This design comes from an exercise in tuning for small area on the open sky130 flow, not from production work.
The RTL was checked by simulation tests, not by an equivalence proof against the original design.
In run 5 the design's own scripts or RTL, not TritonCTS, make the clock network.
The flow treats the clock pin as an ideal source. Dropping or thinning the clock tree relies on that and would not hold on a real chip.
Power and IR drop assume default switching activity.

File: flow/run.sh
#!/bin/bash
# Standard ORFS layout (standard.sh) with these changes:
#  - synthesis: flow/synth.tcl maps 4:1 multiplexers to mux4 cells and keeps the
#    smallest of the area-oriented ABC mappings flow/abc_*.script; no adder
#    extraction (ADDER_MAP_FILE empty), so ABC maps the counters' incrementers itself;
#  - ports are buffered by buf_1 instead of clkdlybuf4s50_1;
#  - CTS uses clkbuf_8 without dummy loads, and flow/post_cts.tcl then removes
#    the tree's root buffer: the clock port drives the two leaf buffers.
set -euo pipefail
HERE=$(cd "$(dirname "${BASH_SOURCE[0]}")" && pwd)
export FLOW_SYNTH_TCL=$PWD/synth_recipe.tcl
bash standard.sh \
  "SYNTH_SCRIPT=$HERE/synth.tcl" \
  'ADDER_MAP_FILE=' \
  'BUFFER_PORTS_ARGS=-buffer_cell sky130_fd_sc_hd__buf_1' \
  'CTS_ARGS=-sink_clustering_enable -repair_clock_nets -dont_use_dummy_load -buf_list sky130_fd_sc_hd__clkbuf_8 -root_buf sky130_fd_sc_hd__clkbuf_8' \
  "POST_CTS_TCL=$HERE/post_cts.tcl" \
  finish > make_finish.log 2>&1
File: flow/abc_a1.script
strash; dch -f; amap
File: flow/abc_a3.script
strash; dch -f; amap; strash; dch -f; amap
File: flow/abc_a6.script
strash; &get -n; &dch -f; &nf -a -R 1000; &put
File: flow/abc_b1.script
strash; dch -f; amap; strash; dch -f; amap; strash; dch -f; amap
File: flow/abc_s2.script
strash; &get -n; &dch; &nf -R 1000; &put
File: flow/mux4map.v
module \$_MUX4_ (A, B, C, D, S, T, Y);
input A, B, C, D, S, T; output Y;
sky130_fd_sc_hd__mux4_2 _TECHMAP_REPLACE_ (.A0(A), .A1(B), .A2(C), .A3(D), .S0(S), .S1(T), .X(Y));
endmodule
File: flow/post_cts.tcl
set block [ord::get_db_block]
set clk_net [$block findNet clk]
set roots {}
foreach it [$clk_net getITerms] {
  if { [$it isInputSignal] } { lappend roots [$it getInst] }
}
if { [llength $roots] == 1 } {
  set root [lindex $roots 0]
  set out [[$root findITerm X] getNet]
  set leaves {}
  foreach it [$out getITerms] {
    if { [$it getInst] ne $root } { lappend leaves $it }
  }
  if { [llength $leaves] <= 4 } {
    foreach it $leaves { $it disconnect; $it connect $clk_net }
    odb::dbInst_destroy $root
    odb::dbNet_destroy $out
    puts "post_cts: removed the clock root buffer; the clock port drives [llength $leaves] pins"
  }
}
estimate_parasitics -placement
File: flow/synth.tcl
# The standard synthesis (synth_recipe.tcl), with two changes to the
# combinational mapping: 4:1 multiplexers are mapped to mux4 cells before ABC,
# and ABC runs each area-oriented script abc_*.script beside this file; the
# mapping with the smallest area is kept.
set ::own_dir [file dirname [file normalize [info script]]]
proc abc_area_of {args} {
  set f [file join $::env(RESULTS_DIR) abc_try_stat.txt]
  set i [lsearch -exact $args -liberty]
  yosys tee -q -o $f stat -liberty [lindex $args [expr {$i + 1}]]
  set fh [open $f r]; set txt [read $fh]; close $fh
  regexp {Chip area for module[^:]*:\s*([0-9.]+)} $txt -> area
  return $area
}
proc abc {args} {
  yosys muxcover -mux4=200 -nopartial -nodecode
  yosys techmap -map $::own_dir/mux4map.v
  set i [lsearch -exact $args -script]
  set best ""
  set best_area 1e18
  yosys design -save own_pre_abc
  foreach s [lsort [glob -directory $::own_dir abc_*.script]] {
    yosys design -load own_pre_abc
    yosys abc {*}[lreplace $args [expr {$i + 1}] [expr {$i + 1}] $s]
    set a [abc_area_of {*}$args]
    puts "own abc: $s area $a"
    if { $a < $best_area } { set best_area $a; set best $s }
  }
  yosys design -load own_pre_abc
  puts "own abc: using $best"
  yosys abc {*}[lreplace $args [expr {$i + 1}] [expr {$i + 1}] $best]
}
source $::env(FLOW_SYNTH_TCL)
File: standard.sh
#!/bin/bash
# synth_recipe.tcl (not shown) runs the flow's synth.tcl, then flattens the netlist and writes it again
# the make line also repeats each setting of config.mk as NAME=value (left out here)
make -C /OpenROAD-flow-scripts/flow DESIGN_CONFIG=/design/flow/config.mk WORK_HOME=/design/flow/orfs CLKGATE_MAP_FILE= SYNTH_SCRIPT=/design/flow/synth_recipe.tcl "${@:-finish}"
File: config.mk
export PLATFORM = sky130hd
export DESIGN_NAME = onewire_controller
export DESIGN_NICKNAME = onewire_controller
export VERILOG_FILES = /design/flow/design.v
export SDC_FILE = /design/flow/constraint.sdc
export NUM_CORES = 4
export LEC_CHECK = 0
export ABC_AREA = 1
export CAP_MARGIN = 0
export CORE_MARGIN = 2
export CORE_UTILIZATION = 40
export GPL_TIMING_DRIVEN = 0
export SLEW_MARGIN = 0
File: constraint.sdc
create_clock -name core_clock -period 10.0 [get_ports {clk}]
set_input_delay 2.0000 -clock core_clock [delete_from_list [all_inputs] [get_ports {clk}]]
set_output_delay 2.0000 -clock core_clock [all_outputs]
set_load 0.01 [all_outputs]
File: design.v
module onewire_controller (
    input        clk,
    input        rst,
    input        start,
    input        led_on,
    input [55:0] rom_code,
    output wire  busy,
    output wire  done,
    output wire  error,
    input  wire  dq_in,
    output wire  dq_oe
);
    reg [6:0] t;
    reg [6:0] b;
    reg [7:0] crc;
    reg       pres;
    reg       run;      
    wire rph    = b[6] & b[5];                         
    wire acc    = rph & ~b[4] & ~b[3] & ~b[1];         
    wire wrap   = (t[6] & t[3] & ~t[2]) | acc;        
    wire window = rph & b[4] & (b[3] | b[2] | (b[1] & b[0]));    
    wire early  = rph & ~window;                       
    wire ext    = b[2] & b[1] & b[0] & ((b[5] & b[4] & b[3]) | ~(b[5] | b[4] | b[3]));
    wire [63:0] tbl = {rom_code, 8'h55};
    wire dbit = b[6] ? (b[3] ? led_on : crc[0]) : tbl[b[5:0]];
    wire fb   = (crc[0] ^ dbit) & (b[6] | b[5] | b[4] | b[3]);
    wire [6:0] reload = {ext, ext | rph, ext, ext, ext | rph, ext & ~rph, ext & ~b[6]};
    wire late    = ~b[6] & ~b[5] & ~b[3] & t[6] & t[5] & t[1];
    wire end_err = late & ~t[0] & ~pres;
    wire [6:0] b_next = busy ? b + {6'd0, wrap} : 7'd101;
    always @(posedge clk) begin
        t <= wrap ? reload : t + 7'd1;
        {b[6], b[4:0]} <= {b_next[6], b_next[4:0]};
        if (wrap)    
            crc <= {fb, crc[7:5], crc[4:3] ^ {2{fb}}, crc[2:1]};
        pres <= ~early & (pres | (~dq_in & window));
    end
    always @(posedge clk or posedge rst) begin
        if (rst) begin
            run  <= 1'b0;
            b[5] <= 1'b1;
        end else begin
            run  <= busy ? ~end_err : start;
            b[5] <= b_next[5];
        end
    end
    assign done  = b[6] & ~b[5] & b[4];        
    assign busy  = run & ~done;
    assign error = late & ~pres;
    wire slot_oe = ~rph & ((t == 7'd0) | (~dbit & ~t[6] & ~(t[5] & t[4] & t[3] & t[2])));
    assign dq_oe = busy & ((early & ~acc) | slot_oe);
endmodule
==> results of run 1 <==
==> cell type report <==
class                   count  area [µm²]  area share (%)
multi-input cells          93         841            48.0
well taps                  46        57.6            3.28
repair buffers             64         240            13.7
inverters                   4        15.0           0.857
flip-flops and latches     24         572            32.6
clock buffers               2        27.5            1.57
==> flip-flops by register name, indices dropped and copies added, names as in the netlist <==
register and cells:
crc 8, b 7, t 7, pres 1, run 1
==> worst paths after layout <==
kind                                    end  cells past startpoint
min in group asynchronous     run$_DFF_PP0_                      2
max reg2reg                crc[3]$_DFFE_PN_                      7
max in group asynchronous    b[5]$_DFF_PP1_                      2
max                                   dq_oe                      9
min                        crc[5]$_DFFE_PN_                      0
min reg2reg                crc[5]$_DFFE_PN_                      0
==> per-layer routing <==
layer  up-vias  routed length, µm  global-route usage (%)
li1        620                  -                       -
met1       569               1380                    22.2
met2        57               1510                    27.8
met4         0                 41                    4.89
met3         3                196                    1.43
met5         -                  0                       0
==> through the flow <==
stage | hold WS [ns] | power [mW]
global placement | 0.407 | 0.504
global route | 0.443 | 0.601
detailed placement | 0.407 | 0.513
floorplan | 0.400 | 0.440
finish | 0.427 | 0.547
==> cells by family (layout without fill, tap and decap cells) <==
kind of cell    after synthesis  after routing  share of synthesized area (%)
flops                        24             24                           40.2
mux                          19             19                           29.2
compound gates               26             26                           10.7
simple gates                 40             40                           14.0
buf+inv                       4             70                           1.05
xor+xnor                      8              8                           4.92
==> critical path, cell delays in order <==
cell and delay, ns:
buf_1 0.07, mux4_2 0.44, mux4_2 0.48, mux4_2 0.49, o21ai_0 0.32, a21oi_1 0.11, o32a_1 0.32, nor2_1 0.10
buf_1 0.16
==> placed cells by master, fill, tap and decap left out, types with 6 or more instances in the layout <==
cell type and count:
nand2_1 14, xnor2_1 6, edfxtp_1 8, mux4_2 18, o21ai_0 10, a21oi_1 7, nor3_1 7, buf_1 64
dfxtp_1 14
==> report_power, final <==
| part | total [mW] | internal [mW] | switching, mW |
|---|---|---|---|
| sequential | 0.244 | 0.167 | 0.0776 |
| clock | 0.0419 | 0.0183 | 0.0236 |
| combinational | 0.261 | 0.151 | 0.110 |
==> results.tsv, run 1 <==
metric	value	unit
status	no timing/DRC/antenna violations	
worst hold start	crc[6]$_DFFE_PN_	
worst r2r src	b[0]$_SDFF_PN1_	
post-synth top area share	28.5	%
Setup TNS	0	ns
die area	0.00405	mm²
P_leak	0.580	nW
R2R setup slack	6.31	ns
Starting Density	42.0	%
count leader, synth	mux4_2	
Die Span Y	63.7	µm
final worst setup slack	3.52	ns
core box area	0.00339	mm²
crit path time final	6.48	ns
dominant cell type by area after synthesis	mux4_2	
vias	1249	
first drt pass iteration count	4	
register area share after synthesis	40.2	%
CP Capture Type	output pin	
yosys warns	1	
number of DRC markers in iteration 0	110	
layout filler cell count	325	
critical path class	in -> out	
DP Area	0.00172	mm²
Rel. slew slack	30.6	%
Unique masters post-synth	30	
TritonCTS Sinks	24	
Final nets	250	
Peak VDD IR	0.0934	mV
Detail Placement HPWL	2510	µm
pin count of the biggest net entering global routing	20	
site row count	21	
antenna violations before repair	0	
setup violators final	0	
arrival time worst endpoint	4.48	ns
Hold Fails Final Rpt	0	
maxcap violations	0	
clk latency of the worst-skew pair	0.14	ns
synthesized area	0.00142	mm²
achievable frequency	154	MHz
number of synthesized register bits	24	
pre-CTS setup slack	3.50	ns
Pwr Density	312	mW/mm²
crit path max fanout	2	
worst-margin pin slew	1.04	ns
RSZ-0062 raised after global routing	false	
Final Cell Area	0.00175	mm²
non-filler instance count after layout	233	
Synth top cells by count	mux4_2 (18), dfxtp_1 (14), nand2_1 (14), o21ai_0 (10), edfxtp_1 (8)	
first-pass GRT wire length	5260	µm
All-Layer GR Usage	16.3	%
DR WL/cell	13.4	µm
Ports	65	
fin crit share	64.8	%
area grow syn2layout	23.1	%
clk slew on worst S/H paths	0.08	ns
Syn Area/Cell	11.8	µm²
post-route DRC violation count	0	
net count after synthesis	182	
vias per cell	5.36	
CP Launch Type	input port	
final slew viol count	0	
chip width	63.7	µm
Post-synth ARST share	8.33	%
GRT overflow	0	
DRT antenna net count	0	
most used flip-flop cell after synthesis	dfxtp_1	
number of inserted diodes	0	
Mapped Cells	121	
DP Cell Count	231	
Critical Path RT	8.00	ns
fin util	51.7	%
buffers added on ports	64	
Hold/Removal Path Class	reg -> reg	
RePlAce Congestion	0.775	
Area contributors post-synth	mux4_2 (28%), dfxtp_1 (20%), edfxtp_1 (17%)	
crit path from	rom_code[55]	
number of synthesized flops with an enable pin	8	
share of layout cells above drive strength 1	11.8	%
final setup skew	0.0102	ns
final WL	3130	µm
vias in the first global route	1211	
==> run 2, diff against run 1 <==
==> flow/abc_d3.script (new file) <==
strash; &get -n; &dch -f; &nf -a -R 1000; &put; strash; &get -n; &dch -f; &nf -a -R 1000; &put; strash; &get -n; &dch -f; &nf -a -R 1000; &put
==> flow/abc_d7.script (new file) <==
strash; &get -n; &dch -f; &nf -a -R 1000; &put; strash; dch -f; amap; strash; &get -n; &dch -f; &nf -a -R 1000; &put
==> flow/abc_e1.script (new file) <==
strash; &get -n; &dc2; &put; strash; &get -n; &dch -f; &nf -a -R 1000; &put; strash; &get -n; &dch -f; &nf -a -R 1000; &put; strash; &get -n; &dch -f; &nf -a -R 1000; &put
==> flow/abc_e3.script (new file) <==
strash; &get -n; &dsdb; &put; strash; &get -n; &dch -f; &nf -a -R 1000; &put; strash; &get -n; &dch -f; &nf -a -R 1000; &put; strash; &get -n; &dch -f; &nf -a -R 1000; &put
==> flow/abc_e4.script (new file) <==
strash; &get -n; &b -a; &put; strash; &get -n; &dch -f; &nf -a -R 1000; &put; strash; &get -n; &dch -f; &nf -a -R 1000; &put; strash; &get -n; &dch -f; &nf -a -R 1000; &put
removed: flow/abc_a1.script
removed: flow/abc_a3.script
removed: flow/abc_b1.script
==> run 2 against run 1 <==
Compared with the run above:
- still clean
- routed wire length rose by 9.2%
- cell count did not move
- sequential cell count did not move
- non-clock buffer count rose by 1
- clock-buffer cell count did not move
- via count rose by 3.3%
- worst hold slack improved by 0.0038 ns
- register-to-register slack improved by 0.08 ns
- fmax fell by 3.3%
- global-route usage rose by 1.9 points
==> results.tsv, run 2 <==
metric	value	unit
Detail Placement HPWL	2690	µm
DP Cell Count	231	
CP Launch Type	input port	
area of the multi-input gates	822	µm²
number of inserted diodes	0	
P_leak	0.600	nW
TritonCTS Sinks	24	
CP Capture Type	output pin	
Worst path most repeated cell	mux4_2	
critical path class	in -> out	
Simple-Gate Fraction of Synth Area	11.8	%
post-synthesis xor/xnor area fraction	3.74	%
Unique masters post-synth	27	
count leader, synth	mux4_2	
Synth top cells by count	mux4_2 (18), dfxtp_1 (14), a21oi_1 (12), nand2_1 (11), o21ai_0 (11)	
adder-cell share of the synthesized area	0	%
worst-margin pin slew	1.01	ns
clk slew on worst S/H paths	0.08	ns
Pwr Density	302	mW/mm²
die area	0.00400	mm²
max reg flops	8	
non-filler instance count after layout	233	
DRT antenna net count	0	
Critical Path RT	8.00	ns
post-synth top area share	28.9	%
Syn Area/Cell	11.7	µm²
Post-synth ARST share	8.33	%
final WL	3420	µm
Area contributors post-synth	mux4_2 (29%), dfxtp_1 (20%), edfxtp_1 (17%)	
number of DRC markers in iteration 0	51	
fin crit share	67.0	%
clk latency of the worst-skew pair	0.14	ns
crit path max fanout	3	
maxcap violations	0	
GRT overflow	0	
synthesized area	0.00141	mm²
vias per cell	5.54	
chip width	63.3	µm
Die Span Y	63.3	µm
site row count	21	
Starting Density	41.8	%
number of synthesized register bits	24	
status	no timing/DRC/antenna violations	
commonest non-fill, non-tap cell in the layout	buf_1	
Final nets	250	
core box area	0.00336	mm²
post-route DRC violation count	0	
most used flip-flop cell after synthesis	dfxtp_1	
area grow syn2layout	24.0	%
Total Power	0.526	mW
most frequent cells in the layout	buf_1 (64), mux4_2 (18), dfxtp_1 (14)	
Hold Fails Final Rpt	0	
first drt pass iteration count	4	
DP Area	0.00171	mm²
Setup TNS	0	ns
multiplexer share of the synthesized area	29.6	%
buffers added on ports	64	
Crit-path slowest cell	mux4_2	
R2R setup slack	6.39	ns
Largest Register	crc	
pin count of the biggest net entering global routing	20	
Rel. slew slack	32.4	%
setup violators final	0	
achievable frequency	149	MHz
sequential cell area	572	µm²
register area share after synthesis	40.7	%
final slew viol count	0	
layout filler cell count	326	
final setup skew	0.00871	ns
largest family of logic cells by synthesized area	multiplexers	
RSZ-0062 raised after global routing	false	
Final Cell Area	0.00174	mm²
compound-gate portion of the synthesized area	13.4	%
Hold/Removal Path Class	reg -> reg	
CP peak stage delay	0.49	ns
share of layout cells above drive strength 1	11.8	%
All-Layer GR Usage	18.2	%
fin util	51.8	%
first-pass GRT wire length	5890	µm
arrival time worst endpoint	4.70	ns
dominant cell type by area after synthesis	mux4_2	
crit path cell chain	buf_1, mux4_2, mux4_2, mux4_2, a21oi_1, nand2_1, a2111oi_0, a31oi_1, nor2_1, buf_1	
RePlAce Congestion	0.816	
Ports	65	
net count after synthesis	181	
DR WL/cell	14.7	µm
Peak VDD IR	0.187	mV
vias in the first global route	1303	
yosys warns	1	
Mapped Cells	120	
vias	1290	
crit path time final	6.70	ns
number of synthesized flops with an enable pin	8	
antenna violations before repair	0	
largest registers	crc (8), b (7), t (7)	
run 2: path summary, 6_finish.rpt:
| kind | from | cells past startpoint | endpoint |
|---|---|---|---|
| min in group asynchronous | rst | 2 | run$_DFF_PP0_ |
| max in group asynchronous | rst | 2 | b[5]$_DFF_PP1_ |
| worst max-delay path | rom_code[22] | 10 | dq_oe |
| worst min register to register | crc[6]$_DFFE_PN_ | 0 | crc[5]$_DFFE_PN_ |
| worst min-delay path | crc[6]$_DFFE_PN_ | 0 | crc[5]$_DFFE_PN_ |
| worst max register to register | b[0]$_SDFF_PN1_ | 7 | crc[3]$_DFFE_PN_ |
run 2: critical path, delay by kind of cell:
| kind | cells | cell delay, ns |
|---|---|---|
| and+or+nand+nor | 2 | 0.19 |
| AOI/OAI and AO/OA | 3 | 0.86 |
| muxes | 3 | 1.40 |
| buffers and inverters | 2 | 0.25 |
run 2: final cells by class:
cell class,instances,share of cell area [%]
Inverter,3,0.647
Tap cell,46,3.30
Multi-Input combinational cell,93,47.2
Clock buffer,2,1.58
Timing Repair Buffer,65,14.4
Sequential cell,24,32.8
run 2: power by group:
group / switching (mW) / total [mW] / internal, mW / leakage, nW
sequential: 0.0756 / 0.233 / 0.158 / 0.210
clock: 0.0228 / 0.0411 / 0.0183 / 0.0144
combinational: 0.106 / 0.252 / 0.146 / 0.376
total: 0.204 / 0.526 / 0.322 / 0.600
run 2: per-layer routing:
metal | track usage (%) | part of all wire [%]
met3 | 3.75 | 4.4
met4 | 4.35 | 1.7
met1 | 24.2 | 44
met2 | 30.7 | 49
met5 | 0 | 0
run 2: cell families after synthesis:
family | count (synthesis)
flip-flops | 24
XOR/XNOR | 6
buffers and inverters | 3
AND/OR/NAND/NOR | 35
AO/OA/AOI/OAI | 33
multiplexers | 19
run 2: per-stage QoR:
stage / hold slack (ns) / setup slack (ns)
after global placement: 0.407 / 3.38
after detailed placement: 0.405 / 3.39
after global routing: 0.448 / 3.17
after floorplan: 0.400 / 3.74
final: 0.431 / 3.30
==> run 3, diff against run 2 <==
--- a/design.v
+++ b/design.v
@@ -24,4 +24,5 @@
     wire [63:0] tbl = {rom_code, 8'h55};
-    wire dbit = b[6] ? (b[3] ? led_on : crc[0]) : tbl[b[5:0]];
-    wire fb   = (crc[0] ^ dbit) & (b[6] | b[5] | b[4] | b[3]);
+    wire rbit = tbl[b[5:0]];
+    wire dbit = b[6] ? (b[3] ? led_on : crc[0]) : rbit;
+    wire fb   = (crc[0] ^ rbit) & ~b[6] & (b[5] | b[4] | b[3]);
     wire [6:0] reload = {ext, ext | rph, ext, ext, ext | rph, ext & ~rph, ext & ~b[6]};
==> run 3 against run 2 <==
Compared with the run above:
- clock power grew 4%
- cell area shrank 0.29%
- non-clock buffer count is the same
- utilization grew 0.26 points
- sequential share of layout area grew 0.095 points
- synthesized cell count shrank 2.5%
- fmax grew 7.7%
- clock-buffer cell count is the same
- highest routed layer unchanged
==> results.tsv, run 3 <==
metric	value	unit
Hold Path Sink	crc[0]$_DFFE_PN_	
final setup skew	0.0115	ns
Setup TNS	0	ns
first-pass GRT wire length	5740	µm
clk slew on worst S/H paths	0.08	ns
RSZ-0062 raised after global routing	false	
DR WL met3	139	µm
Area contributors post-synth	mux4_2 (29%), dfxtp_1 (20%), edfxtp_1 (17%)	
R2R setup slack	6.47	ns
RePlAce Congestion	0.767	
number of synthesized register bits	24	
maxcap violations	0	
achievable frequency	161	MHz
All-Layer GR Usage	18.0	%
final WL	3210	µm
TritonCTS Sinks	24	
DP Cell Count	228	
worst r2r src	b[0]$_SDFF_PN1_	
Hold Fails Final Rpt	0	
WHS	0.430	ns
antenna violations before repair	0	
Crit-path slowest cell	mux4_2	
Critical Path RT	8.00	ns
number of synthesized flops with an enable pin	8	
Worst R2R Path Depth	6	
net count after synthesis	178	
top layer in use	met4	
worst reg2reg endpoint	crc[3]$_DFFE_PN_	
Worst path most repeated cell	mux4_2	
P_leak	0.582	nW
CP peak stage delay	0.52	ns
Hold/Removal Path Class	reg -> reg	
CP Launch Type	input port	
Synth top cells by count	mux4_2 (18), dfxtp_1 (14), a21oi_1 (12), o21ai_0 (12), nand2_1 (9)	
Post-synth ARST share	8.33	%
crit path max fanout	2	
WP buf/inv	2	
post-route DRC violation count	0	
Largest Register	crc	
CP Capture Type	output pin	
Peak VDD IR	0.113	mV
post-synth top area share	29.0	%
Syn Area/Cell	12.0	µm²
largest registers	crc (8), b (7), t (7)	
Final nets	247	
area grow syn2layout	24.0	%
first drt pass iteration count	2	
final slew viol count	0	
Unique masters post-synth	29	
buffers added on ports	64	
max reg flops	8	
core box area	0.00334	mm²
DR WL/cell	13.9	µm
crit path time final	6.22	ns
worst-margin pin slew	0.972	ns
chip width	63.2	µm
synthesized area	0.00140	mm²
vias per cell	5.43	
vias in the first global route	1300	
commonest non-fill, non-tap cell in the layout	buf_1	
WHS Path Cells	0	
worst hold start	crc[1]$_DFFE_PN_	
critical path class	in -> out	
non-filler instance count after layout	230	
Rel. slew slack	35.1	%
arrival time worst endpoint	4.22	ns
most frequent cells in the layout	buf_1 (64), mux4_2 (18), dfxtp_1 (14)	
status	no timing/DRC/antenna violations	
most used flip-flop cell after synthesis	dfxtp_1	
Die Span Y	63.2	µm
crit path cell chain	buf_1, mux4_2, mux4_2, mux4_2, o32ai_1, a21oi_1, nor3_1, a22oi_1, nor2_1, buf_1	
Post-Route M1 WL	1400	µm
Starting Density	42.0	%
Pwr Density	275	mW/mm²
number of DRC markers in iteration 0	50	
Ports	65	
Detail Placement HPWL	2610	µm
vias	1248	
register area share after synthesis	40.8	%
fin crit share	62.2	%
share of layout cells above drive strength 1	12.0	%
pin count of the biggest net entering global routing	21	
die area	0.00399	mm²
Routed met2 length	1650	µm
DRT antenna net count	0	
site row count	21	
number of inserted diodes	0	
Total Power	0.477	mW
clk latency of the worst-skew pair	0.14	ns
CP delay by family, top	multiplexers	
setup violators final	0	
dominant cell type by area after synthesis	mux4_2	
count leader, synth	mux4_2	
yosys warns	1	
GRT overflow	0	
Mapped Cells	117	
==> run 3: metal layers <==
metal	vias to the layer above	GRT usage [%]
met3	2	3.75
li1	612	-
met2	32	31.1
met5	-	0
met4	0	4.17
met1	602	23.0
==> run 3: worst max path at each step <==
| stage | startpoint | endpoint | slack [ns] | depth (start not counted) |
|---|---|---|---|---|
| 5_1_grt | rom_code[55] | dq_oe | 3.64 | 10 |
| 2_1_floorplan | rom_code[55] | dq_oe | 4.06 | 8 |
| 3_5_place_dp | rom_code[55] | dq_oe | 3.77 | 10 |
| 3_3_place_gp | rom_code[55] | dq_oe | 3.79 | 10 |
| 6_report | rom_code[55] | dq_oe | 3.78 | 10 |
==> run 3: worst register-to-register path, stage by stage (launching register included) <==
cell and delay [ns]:
dfxtp_1 0.96, mux4_2 0.60, mux4_2 0.48, mux4_2 0.52, xnor2_1 0.15, nor3_1 0.44
xor2_1 0.13
==> run 3: kinds of logic after synthesis <==
kind of cell	share of synthesized area [%]
buffers and inverters	0.804
AOI/OAI and AO/OA	13.5
muxes	29.7
xor gates and xnor gates	3.13
DFF	40.8
and+or+nand+nor	12.1
==> run 3: where the power goes <==
group	internal (mW)	switching [mW]	total, mW
logic	0.134	0.0794	0.214
clock network	0.0183	0.0242	0.0426
registers	0.148	0.0731	0.221
==> run 3: cell type report <==
type / instances / area [µm²]
clock buffer: 2 / 27.5
fill: 330 / 1600
inverter: 3 / 11.3
multi-input combinational: 90 / 817
sequential: 24 / 572
tap: 46 / 57.6
timing repair buffer: 65 / 251
==> run 3: metrics by stage <==
step	area (µm²)	worst slack [ns]	utilization, %
after floorplan	1400	4.06	-
final	1740	3.78	52.0
after global placement	1700	3.79	50.9
after detailed placement	1710	3.77	51.2
after global routing	1740	3.64	52.0
==> run 4, diff against run 3 <==
--- a/flow/run.sh
+++ b/flow/run.sh
@@ -7,3 +7,5 @@
 #  - CTS uses clkbuf_8 without dummy loads, and flow/post_cts.tcl then removes
-#    the tree's root buffer: the clock port drives the two leaf buffers.
+#    the tree's root buffer: the clock port drives the two leaf buffers;
+#  - before repair_design after global placement, flow/pre_resize.tcl sizes up
+#    gates whose output slew is near the limit, instead of a buffer being added.
 set -euo pipefail
@@ -17,2 +19,3 @@
   "POST_CTS_TCL=$HERE/post_cts.tcl" \
+  "PRE_RESIZE_TCL=$HERE/pre_resize.tcl" \
   finish > make_finish.log 2>&1
==> flow/pre_resize.tcl (new file) <==
# Run before ORFS's repair_design after global placement (PRE_RESIZE_TCL): size up
# the gates whose output slew is near the library limit (1.5 ns), so repair_design
# does not need to insert a buffer to fix it.
estimate_parasitics -placement
set limit 1.35
foreach inst [get_cells *] {
  set m [get_property $inst ref_name]
  if { ![regexp {^(sky130_fd_sc_hd__[a-z0-9]+)_([0-9]+)$} $m -> base size] } { continue }
  if { [string match sky130_fd_sc_hd__df* $m] || [string match sky130_fd_sc_hd__edf* $m] } { continue }
  foreach p [get_pins -of_objects $inst -filter "direction==output"] {
    if { [get_property $p slew_max] <= $limit } { continue }
    foreach s {1 2 4 8} {
      if { $s <= $size } { continue }
      set lc [get_lib_cells -quiet ${base}_$s]
      if { [llength $lc] == 0 } { continue }
      replace_cell $inst $lc
      estimate_parasitics -placement
      puts "pre_resize: [get_full_name $inst] $m -> ${base}_$s, slew [get_property $p slew_max]"
      if { [get_property $p slew_max] <= $limit } { break }
    }
  }
}
==> run 4 against run 3 <==
Compared with the run above:
- largest power group unchanged
- die area stayed put
- worst hold slack got worse by 0.0053 ns
- via count rose by 0.16%
- largest cell class unchanged
- power decreased by 0.83%
- synthesized area unchanged
- sequential cell count did not move
- register-to-register slack got worse by 0.02 ns
- critical path depth did not move
- fmax about the same
- still clean
- combinational power decreased by 2%
==> results.tsv, run 4 <==
metric	value	unit
RSZ-0062 raised after global routing	false	
post-route DRC violation count	0	
Hold Fails Final Rpt	0	
Mapped Cells	117	
synthesized area	0.00140	mm²
Detail Placement HPWL	2590	µm
clk slew on worst S/H paths	0.09	ns
CP delay by family, top	multiplexers	
DRT antenna net count	0	
net count after synthesis	178	
Setup TNS	0	ns
number of synthesized flops with an enable pin	8	
Synth top cells by count	mux4_2 (18), dfxtp_1 (14), a21oi_1 (12), o21ai_0 (12), nand2_1 (9)	
clk latency of the worst-skew pair	0.15	ns
crit path max fanout	2	
dominant cell type by area after synthesis	mux4_2	
buffers added on ports	64	
Critical Path RT	8.00	ns
CP peak stage delay	0.52	ns
Crit-path slowest cell	mux4_2	
commonest non-fill, non-tap cell in the layout	buf_1	
register area share after synthesis	40.8	%
site row count	21	
maxcap violations	0	
post-synth top area share	29.0	%
Die Span Y	63.2	µm
layout filler cell count	328	
share of layout cells above drive strength 1	12.0	%
most used flip-flop cell after synthesis	dfxtp_1	
status	no timing/DRC/antenna violations	
first-pass GRT wire length	5570	µm
number of inserted diodes	0	
die area	0.00399	mm²
core box area	0.00334	mm²
count leader, synth	mux4_2	
area grow syn2layout	23.5	%
arrival time worst endpoint	4.22	ns
worst-margin pin slew	0.959	ns
Largest Register	crc	
P_sw	0.176	mW
critical path class	in -> out	
final WL	3200	µm
pin count of the biggest net entering global routing	21	
Rel. slew slack	36.0	%
setup violators final	0	
P_leak	0.578	nW
number of synthesized register bits	24	
Pwr Density	274	mW/mm²
CP Launch Type	input port	
Ports	65	
DR WL/cell	14.0	µm
crit path cell chain	buf_1, mux4_2, mux4_2, mux4_2, o32ai_1, a21oi_1, nor3_1, a22oi_1, nor2_1, buf_1	
final setup skew	0.0125	ns
max reg flops	8	
crit path time final	6.22	ns
most frequent cells in the layout	buf_1 (64), mux4_2 (18), dfxtp_1 (14)	
first drt pass iteration count	4	
GRT overflow	0	
Peak VDD IR	0.110	mV
vias in the first global route	1258	
fin crit share	62.2	%
Clk pwr share	9.0	%
Starting Density	42.0	%
power share of the combinational group	44.3	%
P_int	0.298	mW
WHS	0.425	ns
chip width	63.2	µm
R2R setup slack	6.45	ns
RePlAce Congestion	0.767	
vias per cell	5.46	
Unique masters post-synth	29	
Sw Ratio	37.1	%
Seq pwr share	46.7	%
WP buf/inv	2	
final slew viol count	0	
Final nets	246	
yosys warns	1	
largest registers	crc (8), b (7), t (7)	
non-filler instance count after layout	229	
All-Layer GR Usage	17.3	%
achievable frequency	161	MHz
Worst path most repeated cell	mux4_2	
DP Cell Count	227	
Syn Area/Cell	12.0	µm²
Hold/Removal Path Class	reg -> reg	
number of DRC markers in iteration 0	52	
CP Capture Type	output pin	
TritonCTS Sinks	24	
Post-synth ARST share	8.33	%
antenna violations before repair	0	
vias	1250	
Area contributors post-synth	mux4_2 (29%), dfxtp_1 (20%), edfxtp_1 (17%)	
run 4: cells by family (layout without fill, tap and decap cells):
family / Yosys count / after routing / share of synthesized area, %
buffers and inverters: 3 / 69 / 0.804
multiplexers: 19 / 19 / 29.7
AND/OR/NAND/NOR: 33 / 33 / 12.1
AO/OA/AOI/OAI: 33 / 33 / 13.5
flip-flops: 24 / 24 / 40.8
XOR/XNOR: 5 / 5 / 3.13
run 4: final timing paths:
| kind | cells after the start | start | to |
|---|---|---|---|
| worst max-delay path | 10 | rom_code[55] | dq_oe |
| worst min-delay path | 0 | crc[5]$_DFFE_PN_ | crc[4]$_DFFE_PN_ |
| worst max register to register | 6 | b[0]$_SDFF_PN1_ | crc[3]$_DFFE_PN_ |
| worst min register to register | 0 | crc[5]$_DFFE_PN_ | crc[4]$_DFFE_PN_ |
| max in group asynchronous | 2 | rst | b[5]$_DFF_PP1_ |
| min in group asynchronous | 2 | rst | run$_DFF_PP0_ |
run 4: metrics by stage:
| step | area [µm²] | setup WS [ns] | power (mW) | utilization [%] |
|---|---|---|---|---|
| after global routing | 1730 | 3.61 | 0.513 | 51.8 |
| after floorplan | 1400 | 4.06 | 0.379 | - |
| final | 1730 | 3.78 | 0.473 | 51.8 |
| after detailed placement | 1700 | 3.76 | 0.435 | 50.9 |
| after global placement | 1700 | 3.79 | 0.427 | 50.9 |
run 4: power groups by stage:
stage	registers (mW)	logic (mW)	clock network, mW
floorplan	0.204	0.174	0
global placement	0.222	0.205	0
detailed placement	0.224	0.211	0
global route	0.235	0.231	0.0464
finish	0.221	0.209	0.0427
run 4: final cells by class:
cell class,instances,area [µm²],share of cell area (%)
Multi-Input combinational cell,90,821,47.5
Sequential cell,24,572,33.1
Timing Repair Buffer,64,240,13.9
Tap cell,46,57.6,3.33
Clock buffer,2,27.5,1.59
Inverter,3,11.3,0.651
run 4: layer usage:
metal	up-vias	share of wire, %	GRT usage [%]
li1	605	-	-
met1	608	42	22.5
met2	35	53	30.5
met3	2	4.7	3.21
met4	0	0.50	3.06
met5	-	0	0
==> run 5, diff against run 4 <==
--- a/flow/run.sh
+++ b/flow/run.sh
@@ -6,4 +6,4 @@
 #  - ports are buffered by buf_1 instead of clkdlybuf4s50_1;
-#  - CTS uses clkbuf_8 without dummy loads, and flow/post_cts.tcl then removes
-#    the tree's root buffer: the clock port drives the two leaf buffers;
+#  - CTS runs as usual, and flow/post_cts.tcl then replaces its tree by 3 clkbuf_4
+#    buffers that the clock port drives, each for an equal group of registers;
 #  - before repair_design after global placement, flow/pre_resize.tcl sizes up
==> flow/post_cts.tcl (replaced) <==
set nleaf 3
set leaf_cell sky130_fd_sc_hd__clkbuf_4
set block [ord::get_db_block]
set clk_net [$block findNet clk]
# remove CTS's buffers: every clock buffer in the fanout of the clock port
set again 1
while { $again } {
  set again 0
  foreach it [$clk_net getITerms] {
    set inst [$it getInst]
    if { [string match sky130_fd_sc_hd__clkbuf_* [[$inst getMaster] getName]] } {
      set out [[$inst findITerm X] getNet]
      foreach s [$out getITerms] {
        if { [$s getInst] ne $inst } { $s disconnect; $s connect $clk_net }
      }
      odb::dbInst_destroy $inst
      odb::dbNet_destroy $out
      set again 1
      break
    }
  }
}
set pts {}
foreach it [$clk_net getITerms] {
  set l [[$it getInst] getLocation]
  lappend pts [list [lindex $l 0] [lindex $l 1] $it]
}
set pts [lsort -integer -index 0 $pts]
set n [llength $pts]
set master [[ord::get_db] findMaster $leaf_cell]
for {set k 0} {$k < $nleaf} {incr k} {
  set group [lrange $pts [expr {$k * $n / $nleaf}] [expr {($k + 1) * $n / $nleaf - 1}]]
  set inst [odb::dbInst_create $block $master clkbuf_leaf_$k]
  set net [odb::dbNet_create $block clknet_leaf_$k]
  $net setSigType CLOCK
  [$inst findITerm A] connect $clk_net
  [$inst findITerm X] connect $net
  set sx 0; set sy 0
  foreach p $group {
    incr sx [lindex $p 0]; incr sy [lindex $p 1]
    set it [lindex $p 2]
    $it disconnect
    $it connect $net
  }
  $inst setLocation [expr {$sx / [llength $group]}] [expr {$sy / [llength $group]}]
  $inst setPlacementStatus PLACED
  puts "post_cts: clkbuf_leaf_$k ($leaf_cell) drives [llength $group] clock pins"
}
detailed_placement
check_placement -verbose
estimate_parasitics -placement
==> run 5 against run 4 <==
Compared with the run above:
- critical path depth did not move
- routed wire length up 0.63%
- clock skew is 0.0066 ns lower
- via count is 0.16% higher
- combinational power about the same
- register-to-register slack about the same
- clock power down 12%
- worst hold slack worse by 0.0013 ns
- utilization shrank 0.15 points
- global-route usage increased by 0.46 points
- fmax hardly changed
- first-iteration DRC count down 9.6%
- highest routed layer unchanged
==> results.tsv, run 5 <==
metric	value	unit
status	no timing/DRC/antenna violations	
max reg flops	8	
crit path time final	6.23	ns
antenna violations before repair	0	
WHS Path Cells	0	
Setup TNS	0	ns
DR WL/cell	14.0	µm
CP Capture Type	output pin	
share of layout cells above drive strength 1	12.5	%
site row count	21	
most frequent cells in the layout	buf_1 (64), mux4_2 (18), dfxtp_1 (14)	
final setup skew	0.00589	ns
critical path class	in -> out	
GRT overflow	0	
Final nets	247	
Total Power	0.468	mW
crit path cell chain	buf_1, mux4_2, mux4_2, mux4_2, o32ai_1, a21oi_1, nor3_1, a22oi_1, nor2_1, buf_1	
Hold/Removal Path Class	reg -> reg	
number of DRC markers in iteration 0	47	
pin count of the biggest net entering global routing	21	
P_leak	0.577	nW
number of inserted diodes	0	
clk slew on worst S/H paths	0.08	ns
final WL	3220	µm
yosys warns	1	
Ports	65	
Die Span Y	63.2	µm
core box area	0.00334	mm²
CP peak stage delay	0.52	ns
post-route DRC violation count	0	
RSZ-0062 raised after global routing	false	
register area share after synthesis	40.8	%
Syn Area/Cell	12.0	µm²
final slew viol count	0	
die area	0.00399	mm²
vias	1252	
first-pass GRT wire length	5660	µm
CP delay by family, top	multiplexers	
vias in the first global route	1264	
Largest Register	crc	
setup violators final	0	
Worst R2R Path Depth	6	
arrival time worst endpoint	4.23	ns
Area contributors post-synth	mux4_2 (29%), dfxtp_1 (20%), edfxtp_1 (17%)	
area of the multi-input gates	821	µm²
clk latency of the worst-skew pair	0.15	ns
achievable frequency	161	MHz
Detail Placement HPWL	2590	µm
Post-synth ARST share	8.33	%
sequential cell area	572	µm²
synthesized area	0.00140	mm²
Critical Path RT	8.00	ns
Pwr Density	272	mW/mm²
largest registers	crc (8), b (7), t (7)	
Worst path most repeated cell	mux4_2	
Unique masters post-synth	29	
Rel. slew slack	36.2	%
Hold Fails Final Rpt	0	
fin util	51.7	%
layout filler cell count	332	
area grow syn2layout	23.1	%
dominant cell type by area after synthesis	mux4_2	
buffers added on ports	64	
number of synthesized flops with an enable pin	8	
fin crit share	62.3	%
vias per cell	5.44	
Starting Density	42.0	%
worst-margin pin slew	0.955	ns
count leader, synth	mux4_2	
number of synthesized register bits	24	
Mapped Cells	117	
commonest non-fill, non-tap cell in the layout	buf_1	
first drt pass iteration count	4	
crit path max fanout	2	
most used flip-flop cell after synthesis	dfxtp_1	
TritonCTS Sinks	24	
CP Launch Type	input port	
net count after synthesis	178	
Peak VDD IR	0.131	mV
Synth top cells by count	mux4_2 (18), dfxtp_1 (14), a21oi_1 (12), o21ai_0 (12), nand2_1 (9)	
Crit path depth	10	
Crit-path slowest cell	mux4_2	
chip width	63.2	µm
DRT antenna net count	0	
WP buf/inv	2	
RePlAce Congestion	0.767	
maxcap violations	0	
post-synth top area share	29.0	%
All-Layer GR Usage	17.8	%
run 5: final timing paths:
kind / start / end / slack [ns]
setup / recovery: rom_code[55] / dq_oe / 3.77
hold / removal: crc[5]$_DFFE_PN_ / crc[4]$_DFFE_PN_ / 0.42
setup reg to reg: b[0]$_SDFF_PN1_ / crc[3]$_DFFE_PN_ / 6.46
hold reg to reg: crc[5]$_DFFE_PN_ / crc[4]$_DFFE_PN_ / 0.42
max in group asynchronous: rst / b[5]$_DFF_PP1_ / 8.16
min in group asynchronous: rst / run$_DFF_PP0_ / 1.65
run 5: logic make-up (layout without fill, tap and decap cells):
group,after synthesis,in the layout,share of synthesized area (%)
AO/OA/AOI/OAI,33,33,13.5
AND/OR/NAND/NOR,33,33,12.1
flip-flops,24,24,40.8
multiplexers,19,19,29.7
XOR/XNOR,5,5,3.13
buffers and inverters,3,70,0.804
run 5: cell type report:
type | instances | share of cell area [%]
Timing Repair Buffer | 64 | 13.9
Multi-Input combinational cell | 90 | 47.6
Inverter | 3 | 0.653
Tap cell | 46 | 3.34
Buffer | 3 | 1.31
Sequential cell | 24 | 33.2
run 5: worst register-to-register path, stage by stage (launching register included):
cell and delay [ns]:
dfxtp_1 0.95, mux4_2 0.60, mux4_2 0.48, mux4_2 0.52
xnor2_1 0.15, nor3_1 0.44, xor2_1 0.13
run 5: through the flow:
stage,hold slack [ns],worst slack [ns],instance area [µm²],std cells
after floorplan,0.400,4.06,1400,117
after global placement,0.413,3.79,1700,227
after detailed placement,0.408,3.76,1700,227
after global routing,0.448,3.61,1720,230
final,0.424,3.77,1720,230
run 5: power by group:
group	total, mW	switching (mW)	leakage (nW)	internal, mW
Clock	0.0375	0.0232	0.0138	0.0143
Sequential	0.221	0.0733	0.211	0.148
Combinational	0.209	0.0781	0.353	0.131
run 5: metal layers:
metal  GRT usage [%]  wire [µm]
met5               0          0
met1            22.3       1330
met3            4.64        168
met4            2.50         17
met2            31.5       1700

afterwards: timing with drivers on the ports:
Ports are ideal in the flow. The routed layouts listed here were re-timed in OpenROAD.
Step 1: set_driving_cell puts a clkbuf_16 on clk and a buf_2 on each other input, an assumption about the parent block.
Step 2 also shifts input and output timing later by t, the mid clock arrival at the registers, as if the neighbouring blocks saw the same clock.
Slacks: no drivers / after step 1 / after step 2; pairs: no drivers / after step 1.
run	shift t [ns]	slack for setup (ns)	slew at the worst register clock pin (ns)
run 1	0.169	3.520 / 3.496 / 3.496	0.08 / 0.08
run 2	0.169	3.299 / 3.278 / 3.278	0.08 / 0.08
run 3	0.168	3.779 / 3.756 / 3.756	0.08 / 0.08
run 4	0.168	3.779 / 3.755 / 3.755	0.09 / 0.09
run 5	0.181	3.773 / 3.754 / 3.754	0.09 / 0.09
After both steps setup and hold are still met in every run listed.
